Source: an optimization exercise on an open RTL-to-GDS flow (aim: small area). Production flows keep margins and buffers that such runs may drop. Where RTL was checked, it was by simulation tests only, not by an equivalence proof against the original. For run 2, only the layout was checked, not whether the RTL still works. In runs 6 and 7 the design's own scripts or RTL, not TritonCTS, make the clock network. The clock input has no modelled driver; a real chip could not lean on it and would need a root buffer or a full tree. Power and IR drop assume default switching activity.

### flow/run.sh
#!/bin/bash
# synth_recipe.tcl (not shown) runs the flow's synth.tcl, then flattens the netlist and writes it again
# the make line also repeats each setting of config.mk as NAME=value (left out here)
make -C /OpenROAD-flow-scripts/flow DESIGN_CONFIG=/design/flow/config.mk WORK_HOME=/design/flow/orfs CLKGATE_MAP_FILE= SYNTH_SCRIPT=/design/flow/synth_recipe.tcl finish
### flow/config.mk
export PLATFORM = sky130hd
export DESIGN_NAME = BP
export DESIGN_NICKNAME = BP
export VERILOG_FILES = /design/flow/design.v
export SDC_FILE = /design/flow/constraint.sdc
export NUM_CORES = 4
export LEC_CHECK = 0
export CAP_MARGIN = 20
export CORE_MARGIN = 2
export CORE_UTILIZATION = 40
export SLEW_MARGIN = 20
### flow/constraint.sdc
create_clock -name core_clock -period 8.0 [get_ports {clk}]
set_input_delay 1.6000 -clock core_clock [delete_from_list [all_inputs] [get_ports {clk}]]
set_output_delay 1.6000 -clock core_clock [all_outputs]
set_load 0.01 [all_outputs]
### flow/design.v
module BP(
  clk,
  rst_n,
  in_valid,
  guy,
  in0,
  in1,
  in2,
  in3,
  in4,
  in5,
  in6,
  in7,
  out_valid,
  out
);
parameter IDLE=2'd0,LOAD=2'd1,OUT=2'd2;
reg [1:0]ns ,cs ;
input             clk, rst_n;
input             in_valid;
input       [2:0] guy;
input       [1:0] in0, in1, in2, in3, in4, in5, in6, in7;
output reg        out_valid;
output reg  [1:0] out;
reg [3:0]prev_pos;
reg [5:0]counter;
reg [5:0]cnta,cnt,cntc;
reg [5:0]cycle_gap[0:31];
reg [3:0]idx_gap[0:31];
reg [1:0]type_wall[0:31];
integer i;
reg [5:0]cnt2,cnt1;
reg [3:0]abs;
always@(*)
begin
  if(idx_gap[cnt1][3]) 
  begin
    abs=~(idx_gap[cnt1])+4'd1;
  end
  else begin
    abs=idx_gap[cnt1];
  end
end
always@(posedge clk or negedge rst_n)
begin
  if(!rst_n)
  begin
    cs <= IDLE ;
  end
  else begin
    cs <= ns ;
  end
end
always@(*)
begin
  case(cs)
  IDLE:begin
    if(in_valid)
    begin
      ns = LOAD ;
    end
    else begin
      ns = IDLE ;
    end
  end
  LOAD:begin
    if(in_valid)
    begin
      ns = LOAD;
    end
    else begin
      ns = OUT ; 
    end
  end
  OUT:begin
    if(counter < 6'd63)
    begin
      ns = OUT ;
    end
    else begin
      ns = IDLE ;
    end
  end
  default:ns = IDLE ;
  endcase
end
always@(posedge clk or negedge rst_n)begin 
  if(!rst_n)
  begin
    cnt<=6'd0;
  end
  else if(ns == IDLE)
  begin
      cnt<= 6'd0 ;
  end
  else if(ns == LOAD)
  begin
    if(in7!=2'b0)
    begin
      cnt<=cnt+6'd1;
    end
  end
end
always@(posedge clk or negedge rst_n)
begin
  if(!rst_n)
  begin
    for(i=0;i<32;i=i+1)
    begin
      idx_gap[i]<=0;
    end
  end
  else if( ns == IDLE)
  begin
    for(i=0;i<32;i=i+1)
    begin
      idx_gap[i]<=0;
    end
  end
  else if(ns == LOAD)
  begin
    if(in7 != 2'b00) begin
      if( in0 != 2'b11)begin
        idx_gap[cnt]<= $signed($signed(4'd7)-prev_pos);
      end
      else if(in1 != 2'b11) begin
        idx_gap[cnt]<= $signed($signed(4'd6)-prev_pos);
      end
      else if(in2 != 2'b11) begin
        idx_gap[cnt]<= $signed($signed(4'd5)-prev_pos);
      end
      else if(in3 != 2'b11) begin
        idx_gap[cnt]<= $signed($signed(4'd4)-prev_pos);
      end
      else if(in4 != 2'b11) begin
        idx_gap[cnt]<= $signed($signed(4'd3)-prev_pos);
      end
      else if(in5 != 2'b11) begin
        idx_gap[cnt]<= $signed($signed(4'd2)-prev_pos);
      end
      else if(in6 != 2'b11) begin
        idx_gap[cnt]<= $signed($signed(4'd1)-prev_pos);
      end
      else if(in7 != 2'b11) begin
       idx_gap[cnt]<= $signed($signed(4'd0)-prev_pos);
      end
    end
  end
end
always@(posedge clk or negedge rst_n)
begin
  if(!rst_n)
  begin
    prev_pos<=0;
  end
  else if(cs == IDLE  && in_valid)
  begin
    prev_pos<=7-guy;
  end
  else if(ns == LOAD)
  begin
    if(in7 != 2'b00) begin
      if( in0 != 2'b11)begin
        prev_pos<= $signed(4'd7);
      end
      else if(in1 != 2'b11) begin
        prev_pos<=$signed(4'd6);
      end
      else if(in2 != 2'b11) begin
        prev_pos<=$signed(4'd5);
      end
      else if(in3 != 2'b11) begin
        prev_pos<=$signed(4'd4);
      end
      else if(in4 != 2'b11) begin
        prev_pos<=$signed(4'd3);
      end
      else if(in5 != 2'b11) begin
        prev_pos<=$signed(4'd2);
      end
      else if(in6 != 2'b11) begin
        prev_pos<=$signed(4'd1);
      end
      else if(in7 != 2'b11) begin
        prev_pos<=$signed(4'd0);
      end
    end
  end
end
always@(posedge clk or negedge rst_n)begin
  if(!rst_n)
  begin
    for(i=0;i<32;i=i+1)
    begin
      type_wall[i]<=2'b00;
    end
  end
  else if (ns == IDLE )
  begin
    for(i=0;i<32;i=i+1)
    begin
      type_wall[i]<=2'b00;
    end
  end
  else if(ns == LOAD)
  begin
   if(in0 == 2'b01 || in1 == 2'b01 || in2 == 2'b01 ||in3 == 2'b01 || in4 == 2'b01 || in5 == 2'b01 ||in6 == 2'b01 || in7 == 2'b01 ) 
    begin
        type_wall[cnt]<=2'b01;
    end
    else if(in0 == 2'b10 || in1 == 2'b10 || in2 == 2'b10 ||in3 == 2'b10 || in4 == 2'b10 || in5 == 2'b10 ||in6 == 2'b10 || in7 == 2'b10) 
    begin
        type_wall[cnt]<=2'b10;
    end
  end
end
always@(posedge clk or negedge rst_n)
begin
  if(!rst_n) begin
    counter <= 6'd0;
  end
  else if( ns == IDLE )
  begin
    counter <=  6'd0;
  end
  else if( cs == OUT )
  begin
    counter <= counter + 6'd1;
  end
end
always@(posedge clk or negedge rst_n)
begin
  if(!rst_n) begin
    out_valid <= 1'b0;
  end
  else if( ns == IDLE) begin
    out_valid <= 1'b0;
  end
  else if( cs == OUT )
  begin
    out_valid<=1'b1;
  end
end
always@(posedge clk or negedge rst_n)
begin
  if(!rst_n)
  begin
    for(i=0;i<32;i=i+1)
    begin
      cycle_gap[i]<=0;
    end
  end
  else if(ns == IDLE)
  begin
    for(i=0;i<32;i=i+1)
    begin
      cycle_gap[i]<=0;
    end
  end
  else if( ns == LOAD)
  begin
    if(in7!=2'b00)
    begin
      cycle_gap[cnt]<=cntc-cnta;
    end
  end
end
always@(posedge clk or negedge rst_n)begin
  if(!rst_n)
  begin
    cntc<=6'd0;
  end
  else if(ns == IDLE)
  begin
      cntc<= 6'd0 ;
  end
  else if(ns == LOAD)
  begin
      cntc<=cntc+6'd1;
  end
end
always@(posedge clk or negedge rst_n)begin
  if(!rst_n)
  begin
    cnta <= 6'd0;
  end
  else if(ns ==IDLE)
  begin
    cnta<=6'd0;
  end
  else if( ns == LOAD)  
  begin
   if({in7}!=2'b0)
    begin
        cnta <= cntc;
    end
  end
end
always@(posedge clk or negedge rst_n)
begin
  if(!rst_n)
  begin
    cnt1<=6'd0;
    cnt2<=6'd0;
  end
  else if(ns == IDLE)
  begin
    cnt1<=6'd0;
    cnt2<=6'd0;
  end
  else if(cs == OUT)
  begin
    if(cycle_gap[cnt1]-1==cnt2)
    begin
      cnt1<=cnt1+6'd1;
      cnt2<=6'd0;
    end
    else begin
      cnt2<=cnt2+6'd1;
    end
  end
end
always@(posedge clk or negedge rst_n)
begin
  if(!rst_n) begin
    out <= 2'b0;
  end
  else if(ns == IDLE)
  begin
    out<=2'b0;
  end
  else if(cs == OUT)
  begin
    if(abs >  cnt2 )
    begin
     if(!idx_gap[cnt1][3])
      begin
        out<=2'b10;
      end
      else if(idx_gap[cnt1][3])
      begin
        out<=2'b01;
      end
    end
    else if(abs < cnt2 || abs == cnt2)
    begin
      if(cycle_gap[cnt1]-6'd1>cnt2  )
      begin
        out<=2'b00;
      end
      else if(cycle_gap[cnt1]-6'd1==cnt2)
      begin
        if(type_wall[cnt1]==2'b01)
        begin
          out<=2'b11;
        end
        else if(type_wall[cnt1]==2'b10)
        begin
          out<=2'b00;
        end
        else begin
          out<=2'b00;
        end
      end
    end
  end
end
endmodule
==> impl_metrics.toml, run 1 <==
[status]
status = "timing/DRC/antenna clean"

[synthesis]
synth_simple_gate_area_frac = 0.1080
synth_fa_ha_area_frac = 0.02415
synth-xor-area-share = 0.009993
yosysWarnings = 4
synth_top_area_share = 0.5068
synth-seq-area-share = 0.5068
synthTopCellsByArea = "dfrtp_1 51%, mux2_2 16%, o21ai_0 2.7%"
synth-compound-area-share = 0.1403
synth_edf_count = 0
syn-num-nets = 1909
synthCells = 1847
ys_types = 72
yosys.area.top_type = "dfrtp_1"
synth.area.mux_share = 0.1747
netlist_area_um2 = 21030
synth-async-reset-ratio = 1.000
syn_area_per_cell_um2 = 11.39
synth_top_family_by_area = "multiplexers"
synth-seq-cells = 426
synth_flop_cell = "dfrtp_1"

[clocking]
clk_pin_slew_ns = 0.06
clkSinkCount = 426
post_cts_buffers = 0
cts_root_buf = "clkbuf_16"
cts_resized = 0
cts_tree = "yes"
clk_latency_ns = 0.61
htreeDepth = 2
cts_made_buffers = 47
hold_buffers = 0
cts_buffer_depth = 3

[worst_setup_path]
end_kind = "register"
required_ns = 8.52
arrival_ns = 6.60
worstSetupStartpointType = "register"
path_class = "register to register"
path_max_fanout = 54

[power]
p_seq_frac = 0.369
intPower_mw = 5.620
leakagePower_nw = 10.56
pwr_density_cell_nw_per_um2 = 376.3
peakVddDrop_uv = 170.1
combPwrFrac = 0.372
p_sw_mw = 3.342
clockPowerShare = 0.259
power_mw = 8.963
p_sw_frac = 0.3729

[placed_design]
post-place-ws_ns = 2.092
place.gp.congestion = 0.9232
placed_cell_area_um2 = 22160
dp.cells = 2480
io_buffers = 24
dp_hpwl_mm = 47.91

[die]
ios = 25
initial_core_util = 0.4027
core_um2 = 52240
rows = 84
die_h_um = 233.3
fp.dieArea_um2 = 54440
die_w_um = 233.3

[grt]
grt_first_pass_wirelength_mm = 106.5
grt_pass1_vias = 15660
grt_max_degree = 174
antenna_found_initial = 0
track_usage = 0.2672
grt_overflow_total = 0

[final_layout]
drive_gt1_frac = 0.2515
final_core_util = 0.4560
stdcell_area_um2 = 23820
finalNonFillerCells = 2565
antenna_cells = 0
final_nets = 1904
area_delta_synth_final_pct = 13.24

[timing]
worst_slew_margin_rel = 0.2433
report.final.slew_viol_count = 0
finalClockSkew_ns = 0.01899
period_share = 0.7598
setup_ws_ns = 1.922
hold_viol_final = 0
fin_tns_setup_ns = 0
finalSetupViolations = 0
max_freq_ghz = 0.1645
grt_setup_unrepaired = "false"
period_minus_slack_ns = 6.078
timing.hold.ws_ns = 0.4794
tightestPinTransition_ns = 1.130

[route]
vias = 15890
drt_iter0_markers = 1884
drc_errors = 0
wl_per_cell_um = 28.04
antenna_left = 0
via_per_inst = 6.196
routed_wl_mm = 71.92
firstDrtPassIters = 6

[min_path]
hp-class = "register to register"

[run]
cap_violations = 0
-- critical path: stages (launching register included) --
cell and delay (ns):
dfrtp_4 0.85, buf_4 0.47, nand2_1 0.15, nor2_1 0.18
ha_1 0.57, nor2_1 0.10, nor4b_2 0.19, o311ai_4 0.28
nand4_1 0.22, o32ai_1 0.56, ha_1 0.33, mux2_2 0.26
ha_1 0.30, nor2b_1 0.14, o21a_1 0.16, o21a_1 0.16
o2111a_1 0.26, a221oi_1 0.24, o31a_1 0.18, o21ai_0 0.10
o22ai_1 0.21
-- synth_stat cells, drive strengths merged (6+ instances only) --
library cell	count
dfrtp	426
mux2	305
nand2	149
o21ai	117
clkbuf	103
nor2	83
a22o	54
a22oi	50
inv	48
a21oi	42
ha	39
a221oi	35
buf	32
nand4	26
mux2i	24
nand3	24
nand2b	21
a222oi	16
a31oi	16
and2	16
xnor2	15
and4b	14
nor2b	14
nor3	14
nor4bb	14
o21a	13
o22ai	11
xor2	9
nor4	7
o31ai	7
o32ai	7
nand3b	6
nor3b	6
nor4b	6
-- final cells by class --
| type | instances | area [um2] |
|---|---|---|
| Fill cell | 4721 | 28420 |
| Sequential cell | 426 | 10670 |
| Multi-Input combinational cell | 1238 | 9764 |
| Clock buffer | 67 | 1331 |
| Tap cell | 688 | 860.8 |
| Timing Repair Buffer | 81 | 710.7 |
| Clock inverter | 17 | 304.0 |
| Inverter | 48 | 180.2 |
-- worst paths after layout --
| check | startpoint | to | slack (ns) | cells past startpoint |
|---|---|---|---|---|
| worst max-delay path | cnt1[2] | out[0] | 1.92 | 20 |
| worst min-delay path | out_valid | out_valid | 0.48 | 2 |
| worst max register to register | cnt1[2] | out[0] | 1.92 | 20 |
| worst min register to register | out_valid | out_valid | 0.48 | 2 |
| max in group asynchronous | rst_n | cnt1[2] | 5.43 | 2 |
| min in group asynchronous | rst_n | idx_gap[7][0] | 1.03 | 1 |
-- power groups by stage --
| stage | Sequential, mW | Combinational (mW) | Clock (mW) |
|---|---|---|---|
| final | 3.31 | 3.33 | 2.32 |
| after global routing | 3.38 | 3.54 | 2.43 |
| after CTS | 3.30 | 3.28 | 2.35 |
| after detailed placement | 3.33 | 3.27 | 0 |
| after global placement | 3.32 | 3.20 | 0 |
| after floorplan | 3.16 | 2.16 | 0 |
-- per-layer routing --
| metal | global-route usage | up-vias | routed length (um) |
|---|---|---|---|
| li1 | - | 6803 | - |
| met1 | 0.3710 | 8183 | 30880 |
| met2 | 0.4041 | 736 | 31740 |
| met3 | 0.05481 | 171 | 6012 |
| met4 | 0.1156 | 0 | 3282 |
| met5 | 0 | - | 0 |
-- sequential cells by signal, indices dropped and copies added (netlist names) --
name and cells:
cnt1 5, cs 2, out 2, out_valid 1, cnta 6, cycle_gap 192
cntc 6, cnt2 6, prev_pos 3, idx_gap 128, cnt 5, type_wall 64
counter 6
-- cells by family (layout without fill, tap and decap cells) --
kind of cell / count (synthesis) / in the layout
AO/OA/AOI/OAI: 418 / 418
XOR/XNOR: 24 / 24
adder cells (fa/ha/maj): 40 / 40
buffers and inverters: 183 / 213
flip-flops: 426 / 426
multiplexers: 329 / 329
AND/OR/NAND/NOR: 427 / 427
-- cells in the final DEF (no fill, tap or decap), drive strengths merged, types with 42 or more instances in the layout --
master  netlist  routed
a21oi        42      42
clkbuf      103      67
dfrtp       426     426
o21ai       117     117
mux2        305     305
inv          48      50
a22oi        50      50
nor2         83      83
nand2       149     149
a22o         54      54
buf          32      58
==> inputs of run 2 (changes only) <==
==> flow/design.v (replaced) <==
module BP(
  clk,
  rst_n,
  in_valid,
  guy,
  in0,
  in1,
  in2,
  in3,
  in4,
  in5,
  in6,
  in7,
  out_valid,
  out
);
input             clk, rst_n;
input             in_valid;
input       [2:0] guy;
input       [1:0] in0, in1, in2, in3, in4, in5, in6, in7;
output reg        out_valid;
output reg  [1:0] out;
localparam NS = 71;           
localparam C0 = 8'd123;       
reg  [7:0] c;
reg  [NS-1:0] s;
reg  [2:0] f [0:30];
reg  [4:0] k;
reg  [2:0] lane;
reg        skip;
wire idle  = ~|c;
wire start = idle & in_valid;
wire ob    = |in0;
wire ty    = ~&{in0[1], in1[1], in2[1], in3[1], in4[1], in5[1], in6[1], in7[1]};
wire g1 = ~&in1, g2 = ~&in2, g3 = ~&in3, g4 = ~&in4, g5 = ~&in5, g6 = ~&in6, g7 = ~&in7;
wire [2:0] q = {g4|g5|g6|g7, g2|g3|g6|g7, g1|g3|g5|g7};
wire push  = in_valid & ob;
wire fill  = ~in_valid & |k[2:0];
wire win   = c[7] & c[6] & |c[5:0];
reg  [2:0] tgt;
always @(*)
  case (k[4:3])
    2'd1: tgt = f[6];
    2'd2: tgt = f[14];
    2'd3: tgt = f[22];
    default: tgt = f[30];
  endcase
wire ne    = lane != tgt;
wire gt    = tgt > lane;
wire m     = s[NS-1] & ~skip;
wire j     = m & s[NS-2];
wire pop   = win & m;
wire sh    = start | push | fill | pop;
wire [1:0] mv = ne ? (gt ? 2'b01 : 2'b10) : {j, j};
integer i;
always @(posedge clk or negedge rst_n) begin
  if (!rst_n) begin
    c <= 8'd0;
    out_valid <= 1'b0;
    out <= 2'b00;
  end else begin
    if (start) c <= C0;
    else if (!idle) c <= c + 8'd1;
    out_valid <= win;
    out <= win ? mv : 2'b00;
  end
end
always @(posedge clk) begin
  s <= {s[NS-2:1], s[0] | (in_valid & ob), ob & ty};
  skip <= pop;
  if (start) k <= 5'd1;
  else if (push | fill) k <= k + 5'd1;
  if (start | push) f[0] <= start ? guy : q;
  if (sh) for (i = 1; i < 31; i = i + 1) f[i] <= f[i-1];
  if (start) lane <= guy;
  else if (win & ne) lane <= gt ? lane + 3'd1 : lane - 3'd1;
end
endmodule
--- a/flow/config.mk
+++ b/flow/config.mk
@@ -9,3 +9,6 @@
 export CORE_MARGIN = 2
-export CORE_UTILIZATION = 40
+export CORE_UTILIZATION = 60
+export CTS_BUF_LIST = sky130_fd_sc_hd__clkbuf_4 sky130_fd_sc_hd__clkbuf_8
+export CTS_CLUSTER_DIAMETER = 40
+export CTS_CLUSTER_SIZE = 20
 export SLEW_MARGIN = 20
==> run 2 against run 1 <==
Net effect:
- still clean on timing, DRC and antenna
- cell count fell by 82%
- global-route usage fell by 11 points
- first-iteration DRC count fell by 92%
- wire length fell by 90%
- via count fell by 85%
- cell area fell by 74%
- non-clock buffer count fell by 55
- combinational power fell by 94%
- count of clock-buffer cells in the layout fell by 49
- critical path depth fell by 16
- core utilization rose by 26 points
- worst setup slack improved by 2.5 ns
- critical endpoint is now f[5][2]
- largest cell class unchanged
==> impl_metrics.toml, run 2 <==
[status]
status = "timing/DRC/antenna clean"

[grt]
track_usage = 0.1596
grt_overflow_total = 0
grt_pass1_vias = 2400
grt_max_degree = 51
grt_first_pass_wirelength_mm = 11.77
antenna_found_initial = 0

[die]
rows = 34
die_h_um = 99.79
fp.dieArea_um2 = 9958
die_w_um = 99.79
core_um2 = 8806
initial_core_util = 0.6252
ios = 25

[route]
drc_errors = 0
firstDrtPassIters = 4
vias = 2362
wl_per_cell_um = 15.28
highest_layer = "met4"
drt_iter0_markers = 144
wl_met1_mm = 3.613
dr_wl_met3_um = 314
via_per_inst = 5.135
dr_wl_met2_mm = 3.010
routed_wl_mm = 7.029
antenna_left = 0

[timing]
grt_setup_unrepaired = "false"
fin_tns_setup_ns = 0
tightestPinTransition_ns = 0.6141
max_freq_ghz = 0.2790
hold_viol_final = 0
worst_slew_margin_rel = 0.5906
period_share = 0.4481
finalClockSkew_ns = 0.01290
period_minus_slack_ns = 3.585
report.final.slew_viol_count = 0
finalSetupViolations = 0

[synthesis]
ys_types = 41
syn-num-nets = 326
yosysWarnings = 2
synthCells = 296
synthTopCellsByArea = "edfxtp_1 52%, dfxtp_1 28%, dfrtp_1 5.0%"
synth-seq-cells = 184
yosys.area.top_type = "edfxtp_1"
synth-async-reset-ratio = 0.05978
synth.most_common_cell = "edfxtp_1"
synth_top_area_share = 0.5236
netlist_area_um2 = 5505
syn_area_per_cell_um2 = 18.60
synth_edf_count = 96
synth-seq-area-share = 0.8536
synth_common_cells = "96 x edfxtp_1, 77 x dfxtp_1, 14 x inv_1"
synth_flop_cell = "edfxtp_1"

[power]
leakagePower_nw = 2.429
pwr_density_cell_nw_per_um2 = 355.2
peakVddDrop_uv = 162.6
power_mw = 2.239

[final_layout]
area_delta_synth_final_pct = 14.50
layout_common_cells = "96 x edfxtp_1, 77 x dfxtp_1, 24 x clkdlybuf4s50_1"
final_common_cell = "edfxtp_1"
antenna_cells = 0
largest_register_ffs = 93
final_nets = 369
top_regs = "f: 93 flops, s: 71 flops, c: 8 flops"
drive_gt1_frac = 0.1278
regMostFlops = "f"
fill_cells = 566

[clocking]
hold_buffers = 0
cts_root_buf = "clkbuf_8"
htreeDepth = 4
clkSinkCount = 184
clk_pin_slew_ns = 0.10
cts_tree = "yes"
clk_latency_ns = 0.43
cts_buffer_depth = 2
cts_made_buffers = 17
post_cts_buffers = 0
cts_resized = 0

[worst_setup_path]
slowest_delay_ns = 0.72
r2r-start = "k[4]"
required_ns = 8.06
arrival_ns = 3.65
cp_slowest_cell = "clkdlybuf4s50_1"
path_class = "primary input to register"
path_max_fanout = 50
worst_r2r_endpoint = "lane[2]"
reg2reg_depth = 9
worstSetupStartpointType = "primary input"
startpoint = "in_valid"
end_kind = "register"
cp_cell_sequence = "clkdlybuf4s50_1 > nand4b_1 > o311ai_4 > buf_4"
r2r_slack_ns = 4.94

[run]
cap_violations = 0

[min_path]
whs_path_depth = 0
hp-class = "register to register"
hp-start = "s[24]"
hold_path_end = "s[25]"

[placed_design]
dp_hpwl_mm = 4.294
place.gp.congestion = 0.7820
io_buffers = 24
run 2: how the worst max path moves through the flow:
stage,to,slack (ns),cells after the start
4_1_cts,f[4][2],4.43,4
3_3_place_gp,f[20][0],4.08,4
5_1_grt,f[5][2],4.26,4
2_1_floorplan,f[10][0],2.55,6
6_report,f[5][2],4.42,4
3_5_place_dp,f[19][0],3.95,4
run 2: per-layer routing:
metal / vias to the layer above / GRT usage
met5: - / 0
met4: 0 / 0.06428
met3: 6 / 0.06128
met2: 51 / 0.2178
met1: 1137 / 0.2342
li1: 1168 / -
run 2: critical path, delay by kind of cell:
family	cells	cell delay, ns
AOI/OAI and AO/OA	1	0.20
buffers and inverters	2	1.28
and+or+nand+nor	1	0.55
run 2: kinds of logic after synthesis:
family,share of synthesized area
mux,0.01977
simple gates,0.05977
flops,0.8536
fa+ha+maj,0.01954
xor+xnor,0.01273
buf+inv,0.01113
compound gates,0.02341
run 2: metrics by stage:
| step | hold slack (ns) | utilization | std cells | setup slack, ns | area (um2) |
|---|---|---|---|---|---|
| 2_1_floorplan | 0.3096 | - | 296 | 2.551 | 5513 |
| 5_1_grt | 0.3255 | 0.7158 | 460 | 4.261 | 6304 |
| 6_report | 0.3282 | 0.7158 | 460 | 4.415 | 6304 |
| 3_3_place_gp | 0.3114 | 0.6705 | 428 | 4.075 | 5904 |
| 3_5_place_dp | 0.3121 | 0.6705 | 428 | 3.949 | 5904 |
| 4_1_cts | 0.3226 | 0.7158 | 460 | 4.431 | 6304 |
run 2: area by class of cell:
type | count | area, um2 | area share
Timing Repair Buffer | 26 | 255.2 | 0.04049
Sequential cell | 184 | 4700 | 0.7455
Inverter | 14 | 52.55 | 0.008337
Tap cell | 108 | 135.1 | 0.02144
Clock buffer | 18 | 241.5 | 0.03831
Multi-Input combinational cell | 96 | 762.0 | 0.1209
Clock inverter | 14 | 157.7 | 0.02501
run 2: report_power, final:
group          total (mW)  switching [mW]  leakage [nW]  internal, mW
clock network       0.587           0.346         0.203         0.241
logic               0.213           0.112         0.464         0.101
registers            1.44          0.0987          1.76          1.34
==> inputs of run 3 (changes only) <==
--- a/flow/design.v
+++ b/flow/design.v
@@ -22,4 +22,4 @@
 output reg  [1:0] out;
-localparam NS = 71;           
-localparam C0 = 8'd123;       
+localparam NS = 95;           
+localparam C0 = 8'd99;        
 reg  [7:0] c;
@@ -37,12 +37,5 @@
 wire push  = in_valid & ob;
-wire fill  = ~in_valid & |k[2:0];
+wire fill  = ~in_valid & |k;
 wire win   = c[7] & c[6] & |c[5:0];
-reg  [2:0] tgt;
-always @(*)
-  case (k[4:3])
-    2'd1: tgt = f[6];
-    2'd2: tgt = f[14];
-    2'd3: tgt = f[22];
-    default: tgt = f[30];
-  endcase
+wire [2:0] tgt = f[30];
 wire ne    = lane != tgt;
--- a/flow/config.mk
+++ b/flow/config.mk
@@ -9,6 +9,3 @@
 export CORE_MARGIN = 2
-export CORE_UTILIZATION = 60
-export CTS_BUF_LIST = sky130_fd_sc_hd__clkbuf_4 sky130_fd_sc_hd__clkbuf_8
-export CTS_CLUSTER_DIAMETER = 40
-export CTS_CLUSTER_SIZE = 20
+export CORE_UTILIZATION = 40
 export SLEW_MARGIN = 20
==> run 3 against run 2 <==
Net effect:
- worst setup slack better by 0.064 ns
- wire length grew 8.0%
- total power rose by 3.3%
- critical endpoint is now f[18][0]
- largest cell class unchanged
- largest power group unchanged
- highest routed layer unchanged
==> impl_metrics.toml, run 3 <==
[status]
status = "timing/DRC/antenna clean"

[worst_setup_path]
end_kind = "register"
critical-path-top-delay-family = "simple AND/OR/NAND/NOR gates"
r2r_slack_ns = 5.47
path_max_fanout = 63
worstSetupStartpointType = "primary input"
path_class = "primary input to register"
cp_slowest_cell = "clkdlybuf4s50_1"
required_ns = 8.15
cp_num_buf_inv = 2
cp_cell_sequence = "clkdlybuf4s50_1 > nor4b_1 > and2_1 > or3_4 > buf_16"
slowest_delay_ns = 0.60
arrival_ns = 3.67

[route]
highest_layer = "met4"
antenna_left = 0
via_per_inst = 4.421
routed_wl_mm = 7.588
dr_wl_met3_um = 330
drt_iter0_markers = 145
wl_met1_mm = 3.923
drc_errors = 0
vias = 2467
firstDrtPassIters = 4
wl_per_cell_um = 13.60
dr_wl_met2_mm = 3.159

[timing]
worst_slew_margin_rel = 0.6428
hold_viol_final = 0
timing.hold.ws_ns = 0.3247
period_minus_slack_ns = 3.521
period_share = 0.4401
max_freq_ghz = 0.2840
report.final.slew_viol_count = 0
finalClockSkew_ns = 0.008631
fin_tns_setup_ns = 0
tightestPinTransition_ns = 0.5342
finalSetupViolations = 0
grt_setup_unrepaired = "false"

[synthesis]
synth-async-reset-ratio = 0.05288
synth-seq-area-share = 0.8809
syn_area_per_cell_um2 = 18.73
synth_flop_cell = "dfxtp_1"
synth-seq-cells = 208
yosys.area.top_type = "edfxtp_1"
ys_types = 36
syn-num-nets = 344
netlist_area_um2 = 5881
synth_common_cells = "101 x dfxtp_1, 96 x edfxtp_1, 14 x nor2_1"
synthTopCellsByArea = "edfxtp_1 49%, dfxtp_1 34%, dfrtp_1 4.7%"
yosysWarnings = 2
synth_top_area_share = 0.4902
synthCells = 314
synth.most_common_cell = "dfxtp_1"
synth_edf_count = 96

[die]
die_h_um = 125.3
core_um2 = 14420
die_w_um = 125.3
fp.dieArea_um2 = 15690
ios = 25
initial_core_util = 0.4077
rows = 44

[power]
combPwrFrac = 0.044
peakVddDrop_uv = 163.5
pwr_density_cell_nw_per_um2 = 329.8
p_sw_frac = 0.2062
clockPowerShare = 0.383
intPower_mw = 1.836
leakagePower_nw = 2.642
p_seq_frac = 0.573
p_sw_mw = 0.4769

[clocking]
post_cts_buffers = 0
cts_resized = 0
cts_root_buf = "clkbuf_16"
cts_tree = "yes"
cts_made_buffers = 21
clk_latency_ns = 0.48
hold_buffers = 0
clk_pin_slew_ns = 0.06
cts_buffer_depth = 3
clkSinkCount = 208
htreeDepth = 1

[final_layout]
largest_register_ffs = 95
regArea_um2 = 5180
layout_common_cells = "101 x dfxtp_1, 96 x edfxtp_1, 24 x clkdlybuf4s50_1"
drive_gt1_frac = 0.1070
final_common_cell = "dfxtp_1"
regMostFlops = "s"
final_core_util = 0.4863
antenna_cells = 0
finalNonFillerCells = 558
final_nets = 390
multi_input_area_um2 = 654.4
area_delta_synth_final_pct = 19.28
stdcell_area_um2 = 7014
fill_cells = 1226
top_regs = "s: 95 flops, f: 93 flops, c: 8 flops"

[placed_design]
dp.cells = 520
io_buffers = 24
place.gp.congestion = 0.7054
placed_cell_area_um2 = 6346
dp_hpwl_mm = 4.206

[run]
cap_violations = 0

[grt]
antenna_found_initial = 0
grt_first_pass_wirelength_mm = 12.43
grt_max_degree = 91
grt_pass1_vias = 2484
track_usage = 0.09791
grt_overflow_total = 0

[min_path]
hp-class = "register to register"
run 3: cell types whose count changed in the layout (fill, tap and decap cells not counted), moves of 4 or more:
cell	change
clkbuf_16	+21
clkbuf_8	-14
dfxtp_1	+24
nor2_1	+4
nor3_1	-5
inv_8	-5
clkinv_2	+4
run 3: logic make-up after synthesis:
kind of cell               Yosys count  synth area share
DFF                                208            0.8808
and+or+nand+nor                     55           0.05617
xor gates and xnor gates             9           0.01340
adders and majority gates            8           0.01830
AOI/OAI and AO/OA                   18           0.01745
muxes                                3          0.005107
buffers and inverters               13          0.008722
run 3: cell type report:
| cell class | instances | share of cell area |
|---|---|---|
| Clock inverter | 10 | 0.008919 |
| Clock buffer | 27 | 0.08241 |
| Multi-Input combinational cell | 93 | 0.09329 |
| Sequential cell | 208 | 0.7385 |
| Tap cell | 184 | 0.03282 |
| Inverter | 11 | 0.005887 |
| Timing Repair Buffer | 25 | 0.03817 |
run 3: layer usage:
metal  vias up  track usage
met5         -            0
met4         0      0.03987
met3        22      0.02525
met2        44       0.1359
met1      1191       0.1471
li1       1210            -
run 3: final timing paths:
path,cells after the start,startpoint,end
setup / recovery,5,in_valid,f[18][0]
hold / removal,0,s[52],s[53]
setup reg to reg,7,c[0],f[18][0]
hold reg to reg,0,s[52],s[53]
max in group asynchronous,1,rst_n,c[2]
min in group asynchronous,1,rst_n,c[7]
run 3: power groups by stage:
stage	Sequential, mW	Clock, mW	Combinational [mW]
after floorplan	1.33	0	0.0666
after global placement	1.35	0	0.0945
after detailed placement	1.35	0	0.0979
after CTS	1.33	0.911	0.0987
after global routing	1.34	0.957	0.116
final	1.33	0.886	0.102
run 3: through the flow:
stage | setup slack (ns) | power, mW
3_3_place_gp | 3.838 | 1.440
2_1_floorplan | 3.405 | 1.397
3_5_place_dp | 3.710 | 1.446
4_1_cts | 4.225 | 2.340
6_report | 4.479 | 2.313
5_1_grt | 4.264 | 2.412
==> inputs of run 4 (changes only) <==
--- a/flow/design.v
+++ b/flow/design.v
@@ -20,7 +20,6 @@
 input       [1:0] in0, in1, in2, in3, in4, in5, in6, in7;
-output reg        out_valid;
-output reg  [1:0] out;
-localparam NS = 95;           
-localparam C0 = 8'd99;        
-reg  [7:0] c;
+output            out_valid;
+output      [1:0] out;
+localparam NS = 71;
+reg  [6:0] c;
 reg  [NS-1:0] s;
@@ -30,2 +29,3 @@
 reg        skip;
+reg  [2:0] tgt;
 wire idle  = ~|c;
@@ -37,5 +37,4 @@
 wire push  = in_valid & ob;
-wire fill  = ~in_valid & |k;
-wire win   = c[7] & c[6] & |c[5:0];
-wire [2:0] tgt = f[30];
+wire fill  = ~in_valid & |k[2:0];
+wire win   = c[6] & |c[5:0];
 wire ne    = lane != tgt;
@@ -46,15 +45,16 @@
 wire sh    = start | push | fill | pop;
-wire [1:0] mv = ne ? (gt ? 2'b01 : 2'b10) : {j, j};
 integer i;
+always @(*)
+  case (k[4:3])
+    2'd1: tgt = f[6];
+    2'd2: tgt = f[14];
+    2'd3: tgt = f[22];
+    default: tgt = f[30];
+  endcase
+assign out_valid = win;
+assign out = ~win ? 2'b00 : ne ? (gt ? 2'b01 : 2'b10) : {j, j};
 always @(posedge clk or negedge rst_n) begin
-  if (!rst_n) begin
-    c <= 8'd0;
-    out_valid <= 1'b0;
-    out <= 2'b00;
-  end else begin
-    if (start) c <= C0;
-    else if (!idle) c <= c + 8'd1;
-    out_valid <= win;
-    out <= win ? mv : 2'b00;
-  end
+  if (!rst_n) c <= 7'd0;
+  else if (start) c <= 7'd58;
+  else if (!idle && !in_valid) c <= c + 7'd1;
 end
==> flow/flow/run.sh (new file) <==
#!/bin/bash
# Standard ORFS layout (the standard.sh), with two changes:
#  - CTS without dummy clock loads, using small clock buffers;
#  - port buffers of the smallest buffer cell.
set -euo pipefail
export CTS_ARGS="-sink_clustering_enable -repair_clock_nets -dont_use_dummy_load -buf_list sky130_fd_sc_hd__clkbuf_8 -sink_clustering_size 20"
export BUFFER_PORTS_ARGS="-buffer_cell sky130_fd_sc_hd__buf_1"
bash standard.sh > standard.log 2>&1
==> flow/standard.sh (new file) <==
#!/bin/bash
# synth_recipe.tcl (not shown) runs the flow's synth.tcl, then flattens the netlist and writes it again
# the make line also repeats each setting of config.mk as NAME=value (left out here)
make -C /OpenROAD-flow-scripts/flow DESIGN_CONFIG=/design/flow/config.mk WORK_HOME=/design/flow/orfs CLKGATE_MAP_FILE= SYNTH_SCRIPT=/design/flow/synth_recipe.tcl "${@:-finish}"
--- a/flow/config.mk
+++ b/flow/config.mk
@@ -9,3 +9,3 @@
 export CORE_MARGIN = 2
-export CORE_UTILIZATION = 40
+export CORE_UTILIZATION = 70
 export SLEW_MARGIN = 20
removed: flow/run.sh
==> run 4 against run 3 <==
Net effect:
- still clean on timing, DRC and antenna
- combinational power increased to 3.3 times the previous value
- sequential share of layout area increased by 5.1 points
- core utilization increased by 31 points
- die area decreased by 47%
- critical endpoint is now out[1]
==> impl_metrics.toml, run 4 <==
[status]
status = "timing/DRC/antenna clean"

[die]
die_h_um = 91.48
core_um2 = 7331
initial_core_util = 0.7307
ios = 25
die_w_um = 91.48
rows = 31
fp.dieArea_um2 = 8368

[worst_setup_path]
r2r-start = "c[0]"
startpoint = "k[3]"
arrival_ns = 2.50
path_class = "register to primary output"
critical_path.endpoint = "out[1]"
end_kind = "primary output"
r2r_slack_ns = 4.86
path_max_fanout = 5
worst_r2r_endpoint = "f[9][1]"
reg2reg_depth = 8
required_ns = 6.40
worstSetupStartpointType = "register"

[grt]
grt_max_degree = 91
antenna_found_initial = 0
grt_pass1_vias = 2324
grt_first_pass_wirelength_mm = 11.55
track_usage = 0.1932
grt_overflow_total = 0

[route]
via_per_inst = 5.374
drt_iter0_markers = 151
wl_per_cell_um = 17.01
antenna_left = 0
routed_wl_mm = 7.279
firstDrtPassIters = 5
drc_errors = 0
vias = 2300

[timing]
hold_viol_final = 0
finalSetupViolations = 0
grt_setup_unrepaired = "false"
period_share = 0.5123
period_minus_slack_ns = 4.099
worst_slew_margin_rel = 0.5349
fin_tns_setup_ns = 0
max_freq_ghz = 0.2440
finalClockSkew_ns = 0.03386
report.final.slew_viol_count = 0
tightestPinTransition_ns = 0.6977

[synthesis]
synth.most_common_cell = "edfxtp_1"
synth_top_family_by_area = "simple AND/OR/NAND/NOR gates"
synth-seq-area-share = 0.8587
netlist_area_um2 = 5356
ys_types = 37
synth-seq-cells = 180
synth.area.mux_share = 0.01869
yosys.area.top_type = "edfxtp_1"
synth_simple_gate_area_frac = 0.04812
syn-num-nets = 321
synth_fa_ha_area_frac = 0.02242
yosysWarnings = 2
synth_common_cells = "96 x edfxtp_1, 77 x dfxtp_1, 12 x inv_1, 12 x nor2_1, 9 x nand2_1"
synth-compound-area-share = 0.03177
synth_top_area_share = 0.5382
synthCells = 290
synth-xor-area-share = 0.009811
synth-async-reset-ratio = 0.03889
syn_area_per_cell_um2 = 18.47
synth_edf_count = 96
synthTopCellsByArea = "edfxtp_1 54%, dfxtp_1 29%, dfrtp_1 3.3%"
synth_flop_cell = "edfxtp_1"

[clocking]
cts_made_buffers = 17
cts_root_buf = "clkbuf_8"
clk_latency_ns = 0.44
cts_buffer_depth = 2
post_cts_buffers = 0
hold_buffers = 0
cts_resized = 0
htreeDepth = 4
clk_pin_slew_ns = 0.09
clkSinkCount = 180
cts_tree = "yes"

[final_layout]
antenna_cells = 0
final_common_cell = "edfxtp_1"
area_delta_synth_final_pct = 8.760
layout_common_cells = "96 x edfxtp_1, 77 x dfxtp_1, 24 x buf_1"
final_core_util = 0.7947
largest_register_ffs = 93
regMostFlops = "f"
final_nets = 362
top_regs = "f: 93 flops, s: 71 flops, c: 7 flops"
drive_gt1_frac = 0.08511

[placed_design]
place.gp.congestion = 0.8388
io_buffers = 24
dp_hpwl_mm = 4.288

[run]
cap_violations = 0

[power]
leakagePower_nw = 2.076
peakVddDrop_uv = 176.9
pwr_density_cell_nw_per_um2 = 359.7

[min_path]
whs_path_depth = 0
hp-class = "register to register"
## run 4: stage by stage
step                      setup slack, ns  total power [mW]  hold WS [ns]  std cells  instance area (um2)
final                               3.901             2.096        0.3092        428                 5826
after global routing                3.736             2.222        0.3165        428                 5826
after CTS                           3.877             2.104        0.3065        427                 5798
after detailed placement            4.198             1.662        0.3121        410                 5564
after global placement              4.253             1.637        0.3118        410                 5564
after floorplan                     3.482             1.557        0.3096        290                 5356
## run 4: cell type report
type                    instances  area (um2)
clock buffers                  17       234.0
fillers                       367        1505
inverters                      12       45.04
well taps                      99       123.9
multi-input cells              95       705.7
repair buffers                 25       117.6
flip-flops and latches        180        4599
## run 4: worst min path at each step
stage	to	start
6_report	s[50]	s[49]
5_1_grt	s[52]	s[51]
4_1_cts	s[50]	s[49]
3_5_place_dp	s[68]	s[67]
3_3_place_gp	s[58]	s[57]
2_1_floorplan	s[10]	s[9]
## run 4: power breakdown
part,switching [mW],internal (mW)
registers,0.0995,1.22
clock network,0.249,0.188
logic,0.185,0.155
total,0.534,1.56
## run 4: kinds of logic (layout without fill, tap and decap cells)
logic type               after synthesis  after routing
flip-flops                           180            180
adder cells (fa/ha/maj)                9              9
multiplexers                           6              6
XOR/XNOR                               6              6
AND/OR/NAND/NOR                       46             46
buffers and inverters                 15             54
AO/OA/AOI/OAI                         28             28
## run 4: worst max-delay path, stage by stage, from the launching register on
cell      delay [ns]
dfxtp_1         0.44
mux4_2          0.52
inv_1           0.08
ha_1            0.23
nand2b_1        0.15
a21o_1          0.17
a21o_1          0.17
a21oi_1         0.15
buf_1           0.18
## run 4: metal layers
layer	track usage	vias to the layer above	share of wire
met5	0	-	0
met1	0.2732	1102	0.46
met2	0.2794	61	0.47
met3	0.06390	9	0.055
met4	0.08333	0	0.014
li1	-	1128	-
==> inputs of run 5 (changes only) <==
--- a/flow/flow/run.sh
+++ b/flow/flow/run.sh
@@ -2,3 +2,3 @@
 # Standard ORFS layout (the standard.sh), with two changes:
-#  - CTS without dummy clock loads, using small clock buffers;
+#  - CTS without dummy clock loads, clkbuf_8 clock buffers;
 #  - port buffers of the smallest buffer cell.
==> run 5 against run 4 <==
Net effect:
- still clean on timing, DRC and antenna
- critical endpoint unchanged
- first-iteration DRC count did not move
- core utilization unchanged
- combinational power is essentially flat
- sequential cell count stayed put
- critical path depth stayed put
- cell area is the same
- worst setup slack unchanged
- register-to-register slack barely moved
- via count stayed put
- wire length unchanged
==> impl_metrics.toml, run 5 <==
[final_layout]
final_common_cell = "edfxtp_1"
final_core_util = 0.7947
largest_register_ffs = 93
final_nets = 362
antenna_cells = 0
area_delta_synth_final_pct = 8.760
top_regs = "f: 93 flops, s: 71 flops, c: 7 flops"
drive_gt1_frac = 0.08511
regMostFlops = "f"
regArea_um2 = 4599
fill_cells = 367
layout_common_cells = "96 x edfxtp_1, 77 x dfxtp_1, 24 x buf_1"
multi_input_area_um2 = 705.7
stdcell_area_um2 = 5826

[timing]
period_share = 0.5123
report.final.slew_viol_count = 0
setup_ws_ns = 3.901
finalClockSkew_ns = 0.03386
grt_setup_unrepaired = "false"
max_freq_ghz = 0.2440
tightestPinTransition_ns = 0.6977
fin_tns_setup_ns = 0
period_minus_slack_ns = 4.099
worst_slew_margin_rel = 0.5349
hold_viol_final = 0
finalSetupViolations = 0

[synthesis]
syn-num-nets = 321
yosysWarnings = 2
synthCells = 290
synth_flop_cell = "edfxtp_1"
synth_top_area_share = 0.5382
syn_area_per_cell_um2 = 18.47
synth-seq-cells = 180
synth-async-reset-ratio = 0.03889
ys_types = 37
synth-seq-area-share = 0.8587
synth.most_common_cell = "edfxtp_1"
netlist_area_um2 = 5356
synth_edf_count = 96
synthTopCellsByArea = "edfxtp_1 54%, dfxtp_1 29%, dfrtp_1 3.3%"
synth_common_cells = "96 x edfxtp_1, 77 x dfxtp_1, 12 x inv_1, 12 x nor2_1, 9 x nand2_1"
yosys.area.top_type = "edfxtp_1"

[power]
clockPowerShare = 0.208
p_sw_frac = 0.2548
p_seq_frac = 0.629
combPwrFrac = 0.162
leakagePower_nw = 2.076
intPower_mw = 1.562
p_sw_mw = 0.5339
pwr_density_cell_nw_per_um2 = 359.7
power_mw = 2.096
peakVddDrop_uv = 176.9

[route]
drc_errors = 0
vias = 2300
antenna_left = 0
drt_iter0_markers = 151
firstDrtPassIters = 5
routed_wl_mm = 7.279
via_per_inst = 5.374
wl_per_cell_um = 17.01

[die]
rows = 31
core_um2 = 7331
initial_core_util = 0.7307
die_h_um = 91.48
fp.dieArea_um2 = 8368
ios = 25
die_w_um = 91.48

[run]
cap_violations = 0

[worst_setup_path]
worst_r2r_endpoint = "f[9][1]"
r2r_slack_ns = 4.86
path_max_fanout = 5
crit_path_frequent_cell = "a21o_1"
arrival_ns = 2.50
slowest_delay_ns = 0.52
cp_num_buf_inv = 2
path_class = "register to primary output"
worstSetupStartpointType = "register"
cp_slowest_cell = "mux4_2"
reg2reg_depth = 8
critical-path-top-delay-family = "multiplexers"
end_kind = "primary output"
required_ns = 6.40
r2r-start = "c[0]"
cp_cell_sequence = "mux4_2 > inv_1 > ha_1 > nand2b_1 > a21o_1 > a21o_1 > a21oi_1 > buf_1"

[clocking]
cts_tree = "yes"
htreeDepth = 4
cts_root_buf = "clkbuf_8"
clk_latency_ns = 0.44
cts_buffer_depth = 2
clkSinkCount = 180
hold_buffers = 0
post_cts_buffers = 0
cts_resized = 0
clk_pin_slew_ns = 0.09
cts_made_buffers = 17

[placed_design]
post-place-ws_ns = 4.198
place.gp.congestion = 0.8388
io_buffers = 24
dp_hpwl_mm = 4.288
placed_cell_area_um2 = 5564

[min_path]
hp-start = "s[49]"
whs_path_depth = 0
hold_path_end = "s[50]"
hp-class = "register to register"

[grt]
grt_first_pass_wirelength_mm = 11.55
grt_overflow_total = 0
antenna_found_initial = 0
grt_max_degree = 91
grt_pass1_vias = 2324
track_usage = 0.1932

[status]
status = "timing/DRC/antenna clean"
[run 5: cell counts in the layout (fill, tap and decap cells not counted)]
No cell type changed its count.
[run 5: kinds of logic after synthesis]
logic type                 synth area share
xor gates and xnor gates           0.009813
DFF                                  0.8587
AOI/OAI and AO/OA                   0.03177
and+or+nand+nor                     0.04812
buffers and inverters               0.01051
muxes                               0.01869
adders and majority gates           0.02243
[run 5: cell type report]
type,instances,area share
Inverter,12,0.007732
Tap cell,99,0.02126
Multi-Input combinational cell,95,0.1211
Clock buffer,17,0.04016
Sequential cell,180,0.7895
Timing Repair Buffer,25,0.02019
[run 5: layer usage]
layer	track usage	part of all wire	vias up	wire (um)
met1	0.2732	0.46	1102	3322
met3	0.06390	0.055	9	400
li1	-	-	1128	-
met4	0.08333	0.014	0	104
met5	0	0	-	0
met2	0.2794	0.47	61	3452
[run 5: metrics by stage]
stage,std cells,hold slack [ns]
2_1_floorplan,290,0.3096
3_3_place_gp,410,0.3118
3_5_place_dp,410,0.3121
4_1_cts,427,0.3065
5_1_grt,428,0.3165
6_report,428,0.3092
[run 5: how the worst max path moves through the flow]
stage | slack [ns] | end | depth (start not counted) | startpoint
after global routing | 3.74 | out[1] | 8 | k[3]
final | 3.90 | out[1] | 8 | k[3]
after CTS | 3.88 | out[1] | 8 | k[3]
after global placement | 4.25 | f[11][1] | 3 | in_valid
after floorplan | 3.48 | f[10][0] | 3 | in_valid
after detailed placement | 4.20 | f[13][1] | 3 | in_valid
[run 5: power by group through the flow]
stage               sequential, mW  combinational (mW)  clock, mW
CTS                           1.32               0.333      0.449
detailed placement            1.33               0.330          0
floorplan                     1.30               0.259          0
global placement              1.33               0.310          0
global route                  1.34               0.390      0.490
finish                        1.32               0.340      0.437
==> inputs of run 6 (changes only) <==
==> flow/flow/run.sh (replaced) <==
#!/bin/bash
# Standard ORFS layout (the standard.sh), with two changes:
#  - after CTS, flow/clocktree.tcl rebuilds the clock tree: one root buffer
#    and one leaf buffer per cluster of about CT_SINKS flip-flops;
#  - port buffers of the smallest buffer cell.
set -euo pipefail
export CTS_ARGS="-sink_clustering_enable -repair_clock_nets -dont_use_dummy_load -buf_list sky130_fd_sc_hd__clkbuf_8"
export POST_CTS_TCL="$(pwd)/flow/clocktree.tcl"
export CT_LEAF=sky130_fd_sc_hd__clkbuf_8
export CT_ROOT=sky130_fd_sc_hd__clkbuf_4
export CT_SINKS=18
export BUFFER_PORTS_ARGS="-buffer_cell sky130_fd_sc_hd__buf_1"
bash standard.sh > standard.log 2>&1
==> flow/flow/clocktree.tcl (new file) <==
# Rebuild the clock tree after CTS: leaf buffers over k-means clusters of the
# flip-flops, all driven by one root buffer on the clock port.
set block [ord::get_db_block]
set db [ord::get_db]
set leaf_cell [expr {[info exists ::env(CT_LEAF)] ? $::env(CT_LEAF) : "sky130_fd_sc_hd__clkbuf_8"}]
set root_cell [expr {[info exists ::env(CT_ROOT)] ? $::env(CT_ROOT) : "sky130_fd_sc_hd__clkbuf_4"}]
set per_leaf  [expr {[info exists ::env(CT_SINKS)] ? $::env(CT_SINKS) : 20}]

set clknet [[$block findBTerm clk] getNet]

# remove the CTS buffers and their nets
foreach inst [$block getInsts] {
  set name [$inst getName]
  if {[string match "clkbuf_*" $name] || [string match "clkload*" $name]} {
    foreach it [$inst getITerms] {
      set n [$it getNet]
      if {$n eq "NULL" || $n eq ""} continue
      if {[$it isOutputSignal]} {
        foreach s [$n getITerms] { if {$s ne $it} { $s disconnect; $s connect $clknet } }
        $it disconnect
        if {[llength [$n getITerms]] == 0 && [llength [$n getBTerms]] == 0} { odb::dbNet_destroy $n }
      } else { $it disconnect }
    }
    odb::dbInst_destroy $inst
  }
}

# clock sinks
set sinks {}
foreach it [$clknet getITerms] {
  set inst [$it getInst]
  set bb [$inst getBBox]
  lappend sinks [list $it [expr {([$bb xMin]+[$bb xMax])/2.0}] [expr {([$bb yMin]+[$bb yMax])/2.0}]]
}
set n [llength $sinks]
set k [expr {int(ceil(double($n)/$per_leaf))}]
puts "clocktree: $n sinks, $k leaves of $leaf_cell"

# k-means, seeded from sinks sorted along x
set sorted [lsort -real -index 1 $sinks]
set cents {}
for {set i 0} {$i < $k} {incr i} {
  set s [lindex $sorted [expr {int(($i+0.5)*$n/$k)}]]
  lappend cents [list [lindex $s 1] [lindex $s 2]]
}
for {set iter 0} {$iter < 50} {incr iter} {
  set assign {}
  for {set i 0} {$i < $k} {incr i} { set sx($i) 0; set sy($i) 0; set cnt($i) 0 }
  foreach s $sinks {
    set best 0; set bd 1e18
    for {set i 0} {$i < $k} {incr i} {
      set c [lindex $cents $i]
      set d [expr {abs([lindex $s 1]-[lindex $c 0]) + abs([lindex $s 2]-[lindex $c 1])}]
      if {$d < $bd && $cnt($i) < $per_leaf} { set bd $d; set best $i }
    }
    incr cnt($best)
    set sx($best) [expr {$sx($best)+[lindex $s 1]}]
    set sy($best) [expr {$sy($best)+[lindex $s 2]}]
    lappend assign $best
  }
  set cents {}
  for {set i 0} {$i < $k} {incr i} {
    if {$cnt($i) > 0} { lappend cents [list [expr {$sx($i)/$cnt($i)}] [expr {$sy($i)/$cnt($i)}]] } else { lappend cents [list 0 0] }
  }
}

set rootnet [odb::dbNet_create $block "clknet_root"]
$rootnet setSigType CLOCK
set root [odb::dbInst_create $block [$db findMaster $root_cell] "clkbuf_root"]
set ax 0; set ay 0
for {set i 0} {$i < $k} {incr i} {
  set c [lindex $cents $i]
  set net($i) [odb::dbNet_create $block "clknet_leaf_$i"]
  $net($i) setSigType CLOCK
  set b [odb::dbInst_create $block [$db findMaster $leaf_cell] "clkbuf_leaf_$i"]
  $b setLocation [expr {int([lindex $c 0])}] [expr {int([lindex $c 1])}]
  $b setPlacementStatus PLACED
  [$b findITerm A] connect $rootnet
  [$b findITerm X] connect $net($i)
  set ax [expr {$ax + [lindex $c 0]}]; set ay [expr {$ay + [lindex $c 1]}]
}
foreach s $sinks a $assign {
  set it [lindex $s 0]
  $it disconnect
  $it connect $net($a)
}
$root setLocation [expr {int($ax/$k)}] [expr {int($ay/$k)}]
$root setPlacementStatus PLACED
[$root findITerm A] connect $clknet
[$root findITerm X] connect $rootnet

detailed_placement
check_placement -verbose
estimate_parasitics -placement
==> run 6 against run 5 <==
Net effect:
- clock skew down 0.016 ns
- synthesized cell count stayed put
- die area unchanged
- hold slack better by 0.026 ns
- register-to-register slack about the same
- worst setup slack lost 0.11 ns
- wire length down 3.9%
- critical path type unchanged
- largest cell class unchanged
==> impl_metrics.toml, run 6 <==
[clocking]
clk_latency_ns = 0.49
clkSinkCount = 180
clk_pin_slew_ns = 0.11

[final_layout]
antenna_cells = 0
finalNonFillerCells = 422
regMostFlops = "f"
multi_input_area_um2 = 705.7
stdcell_area_um2 = 5737
final_common_cell = "edfxtp_1"
final_nets = 356
fill_cells = 379
area_delta_synth_final_pct = 7.101
regArea_um2 = 4599
layout_common_cells = "96 x edfxtp_1, 77 x dfxtp_1, 24 x buf_1"
drive_gt1_frac = 0.06811
top_regs = "f: 93 flops, s: 71 flops, c: 7 flops"
largest_register_ffs = 93

[synthesis]
synth_common_cells = "96 x edfxtp_1, 77 x dfxtp_1, 12 x inv_1, 12 x nor2_1, 9 x nand2_1"
synthTopCellsByArea = "edfxtp_1 54%, dfxtp_1 29%, dfrtp_1 3.3%"
syn-num-nets = 321
netlist_area_um2 = 5356
synth_flop_cell = "edfxtp_1"
yosys.area.top_type = "edfxtp_1"
ys_types = 37
synth_top_area_share = 0.5382
synthCells = 290
yosysWarnings = 2
synth-seq-cells = 180
synth-async-reset-ratio = 0.03889
synth.most_common_cell = "edfxtp_1"
synth-seq-area-share = 0.8587
synth_edf_count = 96
syn_area_per_cell_um2 = 18.47

[worst_setup_path]
end_kind = "primary output"
path_max_fanout = 5
path_class = "register to primary output"
cp_slowest_cell = "mux4_2"
required_ns = 6.40
cp_cell_sequence = "mux4_2 > inv_1 > ha_1 > nand2b_1 > a21o_1 > a21o_1 > a21oi_1 > buf_1"
slowest_delay_ns = 0.53
crit_path_frequent_cell = "a21o_1"
arrival_ns = 2.61
worstSetupStartpointType = "register"

[route]
antenna_left = 0
via_per_inst = 5.415
firstDrtPassIters = 5
drt_iter0_markers = 173
wl_per_cell_um = 16.58
vias = 2285
routed_wl_mm = 6.996
drc_errors = 0

[power]
p_seq_frac = 0.655
leakagePower_nw = 2.030
pwr_density_cell_nw_per_um2 = 349.7
combPwrFrac = 0.170
peakVddDrop_uv = 184.9
power_mw = 2.006
p_sw_frac = 0.2572
clockPowerShare = 0.175
intPower_mw = 1.490
p_sw_mw = 0.5159

[timing]
hold_viol_final = 0
fin_tns_setup_ns = 0
period_share = 0.5262
report.final.slew_viol_count = 0
finalSetupViolations = 0
max_freq_ghz = 0.2376
worst_slew_margin_rel = 0.5496
tightestPinTransition_ns = 0.6756
period_minus_slack_ns = 4.210
grt_setup_unrepaired = "false"
finalClockSkew_ns = 0.01783

[die]
initial_core_util = 0.7307
core_um2 = 7331
rows = 31
die_h_um = 91.48
fp.dieArea_um2 = 8368
die_w_um = 91.48
ios = 25

[grt]
grt_first_pass_wirelength_mm = 11.30
track_usage = 0.1757
grt_pass1_vias = 2259
grt_max_degree = 91
grt_overflow_total = 0
antenna_found_initial = 0

[min_path]
hp-class = "register to register"

[placed_design]
dp.cells = 410
io_buffers = 24
placed_cell_area_um2 = 5564
place.gp.congestion = 0.8388
dp_hpwl_mm = 4.288

[status]
status = "timing/DRC/antenna clean"

[run]
cap_violations = 0
[run 6: final timing paths]
path / cells after the start / slack (ns) / start / to
setup / recovery: 8 / 3.79 / k[3] / out[1]
hold / removal: 0 / 0.33 / s[27] / s[28]
setup reg to reg: 8 / 4.86 / c[0] / f[18][2]
hold reg to reg: 0 / 0.33 / s[27] / s[28]
max in group asynchronous: 1 / 6.74 / rst_n / c[3]
min in group asynchronous: 1 / 0.98 / rst_n / c[0]
[run 6: stage by stage]
stage / util / hold slack (ns) / setup slack (ns)
after floorplan: - / 0.3096 / 3.482
after detailed placement: 0.7590 / 0.3121 / 4.198
after global routing: 0.7826 / 0.3441 / 3.626
final: 0.7826 / 0.3348 / 3.790
after global placement: 0.7590 / 0.3118 / 4.253
[run 6: area by class of cell]
class,instances,area share
repair buffers,25,0.02050
well taps,99,0.02159
flip-flops and latches,180,0.8017
plain buffers,11,0.02530
inverters,12,0.007852
multi-input cells,95,0.1230
[run 6: power groups by stage]
stage	registers [mW]	clock network [mW]	logic (mW)
detailed placement	1.33	0	0.330
floorplan	1.30	0	0.259
global route	1.34	0.393	0.391
global placement	1.33	0	0.310
finish	1.31	0.351	0.342
[run 6: critical path, delay by kind of cell (launching register included)]
kind | cells | cell delay, ns
AOI/OAI and AO/OA | 3 | 0.48
adders and majority gates | 1 | 0.23
buffers and inverters | 2 | 0.27
DFF | 1 | 0.46
and+or+nand+nor | 1 | 0.15
muxes | 1 | 0.53
[run 6: logic make-up (layout without fill, tap and decap cells)]
group	count (synthesis)	count (layout)	synth area share
simple gates	46	46	0.04812
mux	6	6	0.01869
compound gates	28	28	0.03177
fa+ha+maj	9	9	0.02243
xor+xnor	6	6	0.009813
buf+inv	15	48	0.01051
flops	180	180	0.8587
[run 6: per-layer routing]
layer,GRT usage,vias to the layer above,share of wire
met5,0,-,0
met4,0.04040,0,0.017
met3,0.02324,12,0.044
met2,0.2684,59,0.45
met1,0.2768,1102,0.48
li1,-,1112,-
==> inputs of run 7 (changes only) <==
--- a/flow/config.mk
+++ b/flow/config.mk
@@ -9,3 +9,3 @@
 export CORE_MARGIN = 2
-export CORE_UTILIZATION = 70
+export CORE_UTILIZATION = 80
 export SLEW_MARGIN = 20
==> run 7 against run 6 <==
Net effect:
- still clean on timing, DRC and antenna
- die area decreased by 12%
- clock power increased by 1%
- combinational power grew 13%
- fmax shrank 3.8%
- global-route usage grew 6.8 points
- worst setup slack worse by 0.17 ns
- synthesized cell count stayed put
- critical path type unchanged
- critical endpoint unchanged
==> impl_metrics.toml, run 7 <==
[final_layout]
area_delta_synth_final_pct = 6.587
largest_register_ffs = 93
finalNonFillerCells = 400
final_nets = 356
top_regs = "f: 93 flops, s: 71 flops, c: 7 flops"
fill_cells = 212
regMostFlops = "f"
layout_common_cells = "96 x edfxtp_1, 77 x dfxtp_1, 24 x buf_1"
final_core_util = 0.8890
antenna_cells = 0
stdcell_area_um2 = 5709
regArea_um2 = 4599
final_common_cell = "edfxtp_1"
multi_input_area_um2 = 705.7
drive_gt1_frac = 0.06811

[timing]
tightestPinTransition_ns = 0.7541
grt_setup_unrepaired = "false"
period_minus_slack_ns = 4.377
finalClockSkew_ns = 0.01847
setup_ws_ns = 3.623
report.final.slew_viol_count = 0
max_freq_ghz = 0.2285
fin_tns_setup_ns = 0
timing.hold.ws_ns = 0.3286
period_share = 0.5471
worst_slew_margin_rel = 0.4973
hold_viol_final = 0
finalSetupViolations = 0

[synthesis]
synth_edf_count = 96
ys_types = 37
synthCells = 290
synthTopCellsByArea = "edfxtp_1 54%, dfxtp_1 29%, dfrtp_1 3.3%"
netlist_area_um2 = 5356
synth.most_common_cell = "edfxtp_1"
synth_flop_cell = "edfxtp_1"
synth-async-reset-ratio = 0.03889
yosys.area.top_type = "edfxtp_1"
synth_common_cells = "96 x edfxtp_1, 77 x dfxtp_1, 12 x inv_1, 12 x nor2_1, 9 x nand2_1"
syn-num-nets = 321
yosysWarnings = 2
synth-seq-cells = 180
syn_area_per_cell_um2 = 18.47
synth-seq-area-share = 0.8587
synth_top_area_share = 0.5382

[worst_setup_path]
worstSetupStartpointType = "register"
end_kind = "primary output"
arrival_ns = 2.78
required_ns = 6.40
cp_cell_sequence = "mux4_2 > inv_1 > ha_1 > nand2b_1 > a21o_1 > a21o_1 > a21oi_1 > buf_1"
slowest_delay_ns = 0.53
path_max_fanout = 5
r2r_slack_ns = 4.77
crit_path_frequent_cell = "a21o_1"
path_class = "register to primary output"
cp_slowest_cell = "mux4_2"

[grt]
track_usage = 0.2440
grt.busiest_layer = "met2"
grt_overflow_total = 0
grt_util_met3 = 0.03657
grt_pass1_vias = 2469
grt_first_pass_wirelength_mm = 13.12
grtUsageMet1 = 0.3441
grt_max_degree = 91
grt_util_met2 = 0.4105
antenna_found_initial = 0

[placed_design]
post-place-ws_ns = 4.148
place.gp.congestion = 0.7776
dp.cells = 388
placed_cell_area_um2 = 5537
io_buffers = 24
dp_hpwl_mm = 4.829

[route]
drt_iter0_markers = 267
routed_wl_mm = 8.587
vias = 2455
drc_errors = 0
via_per_inst = 6.138
firstDrtPassIters = 5
antenna_left = 0
wl_per_cell_um = 21.47

[die]
core_um2 = 6422
ios = 25
die_h_um = 85.83
rows = 29
die_w_um = 85.83
fp.dieArea_um2 = 7366
initial_core_util = 0.8340

[clocking]
clk_latency_ns = 0.51
clkSinkCount = 180
clk_pin_slew_ns = 0.10

[run]
cap_violations = 0

[power]
peakVddDrop_uv = 287.7
leakagePower_nw = 2.030
power_mw = 2.065
pwr_density_cell_nw_per_um2 = 361.6

[status]
status = "timing/DRC/antenna clean"

[min_path]
hp-class = "register to register"
[run 7: cell counts in the layout (fill, tap and decap cells not counted)]
No cell type changed its count.
[run 7: layout make-up]
type,count,area share
flip-flops and latches,180,0.8056
inverters,12,0.007890
repair buffers,25,0.02060
multi-input cells,95,0.1236
plain buffers,11,0.02542
well taps,77,0.01687
[run 7: per-layer routing]
layer / vias up / wire length [um]
met3: 23 / 595
met4: 0 / 214
met1: 1176 / 3563
li1: 1113 / -
met2: 143 / 4214
met5: - / 0
[run 7: power by group]
group	switching [mW]	leakage (nW)	internal, mW
clock network	0.238	0.0765	0.117
registers	0.107	1.58	1.22
logic	0.225	0.371	0.160
total	0.570	2.03	1.49
[run 7: final timing paths]
kind	start	depth (start not counted)	to
worst max-delay path	k[3]	8	out[1]
worst max register to register	c[0]	8	f[9][0]
max in group asynchronous	rst_n	1	c[3]
worst min-delay path	s[27]	0	s[28]
min in group asynchronous	rst_n	1	c[0]
worst min register to register	s[27]	0	s[28]
[run 7: cell families after synthesis]
family / count (synthesis) / synth area share
multiplexers: 6 / 0.01869
adder cells (fa/ha/maj): 9 / 0.02243
flip-flops: 180 / 0.8587
buffers and inverters: 15 / 0.01051
AO/OA/AOI/OAI: 28 / 0.03177
XOR/XNOR: 6 / 0.009813
AND/OR/NAND/NOR: 46 / 0.04812
[run 7: critical path: cells and delay by family, from the launching register on]
family | cells | cell delay, ns
adder cells (fa/ha/maj) | 1 | 0.26
AO/OA/AOI/OAI | 3 | 0.55
flip-flops | 1 | 0.48
multiplexers | 1 | 0.53
AND/OR/NAND/NOR | 1 | 0.16
buffers and inverters | 2 | 0.28
==> inputs of run 8 (changes only) <==
--- a/flow/config.mk
+++ b/flow/config.mk
@@ -9,3 +9,4 @@
 export CORE_MARGIN = 2
-export CORE_UTILIZATION = 80
+export CORE_UTILIZATION = 88
+export PLACE_DENSITY = 0.9
 export SLEW_MARGIN = 20
==> run 8 against run 7 <==
Net effect:
- the flow now stops in detailed placement
- synthesized area is the same
- synthesized cell count unchanged
==> impl_metrics.toml, run 8 <==
[synthesis]
syn-num-nets = 321
synth_top_area_share = 0.5382
synth-seq-cells = 180
synthTopCellsByArea = "edfxtp_1 54%, dfxtp_1 29%, dfrtp_1 3.3%"
synth-async-reset-ratio = 0.03889
ys_types = 37
synth_edf_count = 96
yosysWarnings = 2
syn_area_per_cell_um2 = 18.47
netlist_area_um2 = 5356
synth_flop_cell = "edfxtp_1"
yosys.area.top_type = "edfxtp_1"
synth-seq-area-share = 0.8587
synth.most_common_cell = "edfxtp_1"
synth_common_cells = "96 x edfxtp_1, 77 x dfxtp_1, 12 x inv_1, 12 x nor2_1, 9 x nand2_1"
synthCells = 290

[status]
stop_stage = "detailed placement"
firstError = "[ERROR DPL-0033] detailed placement checks failed during check placement."
status = "aborted with a tool error"

[die]
initial_core_util = 0.9101
die_h_um = 82.02
ios = 25
rows = 28
die_w_um = 82.02

[placed_design]
io_buffers = 24
dp_hpwl_mm = 8.850
place.gp.congestion = 0.7809
==> run 8: how the worst max path moves through the flow <==
stage              from  endpoint  slack (ns)
2_1_floorplan  in_valid  f[10][0]        3.48
3_3_place_gp   in_valid  f[20][1]        4.29
==> run 8: kinds of logic after synthesis <==
family                   share of synthesized area
buffers and inverters                      0.01051
AO/OA/AOI/OAI                              0.03177
adder cells (fa/ha/maj)                    0.02243
multiplexers                               0.01869
XOR/XNOR                                  0.009813
AND/OR/NAND/NOR                            0.04812
flip-flops                                  0.8587
==> run 8: power groups by stage <==
stage,Combinational [mW],Sequential (mW),Clock (mW)
global placement,0.304,1.33,0
floorplan,0.259,1.30,0
==> run 8: stage by stage <==
stage / instance area, um2 / cells
floorplan: 5356 / 290
global placement: 5534 / 386

static timing again, ports no longer ideal:
The flow's constraints put no driver on any port. The routed layouts listed below were extracted and timed again, unchanged, in two steps. Step 1, drivers: a clkbuf_16 drives clk and a buf_2 each remaining input, both assumed. Step 2 adds t to the input delays and takes it off the output delays; t is the mean of the earliest and latest rising clock arrival at the registers after step 1. Input paths then give back, and output paths get back, about the clock's delay inside the block. a / b / c = ideal ports / drivers / drivers and shift; a / b = the first two.
run | t, ns | setup slack, ns | worst hold slack (ns) | latest minus earliest clock arrival (ns) | pins driven straight from the clock port
run 1 | 0.659 | 1.922 / 1.922 / 1.922 | 0.479 / 0.479 / 0.479 | 0.026 / 0.026 | 1
run 2 | 0.457 | 4.415 / 4.419 / 3.963 | 0.328 / 0.328 / 0.328 | 0.016 / 0.015 | 1
run 3 | 0.516 | 4.479 / 4.492 / 3.977 | 0.325 / 0.325 / 0.325 | 0.009 / 0.009 | 1
run 4 | 0.455 | 3.901 / 3.870 / 4.325 | 0.309 / 0.309 / 0.309 | 0.034 / 0.034 | 1
run 5 | 0.455 | 3.901 / 3.870 / 4.325 | 0.309 / 0.309 / 0.309 | 0.034 / 0.034 | 1
run 6 | 0.512 | 3.790 / 3.762 / 4.274 | 0.335 / 0.335 / 0.335 | 0.018 / 0.017 | 1
run 7 | 0.530 | 3.623 / 3.598 / 4.127 | 0.329 / 0.329 / 0.329 | 0.019 / 0.019 | 1
After both steps every run listed still meets setup and hold. For run 3, which loses most, drivers alone change the setup slack by +0.013 ns; drivers and shift together by -0.502 ns.
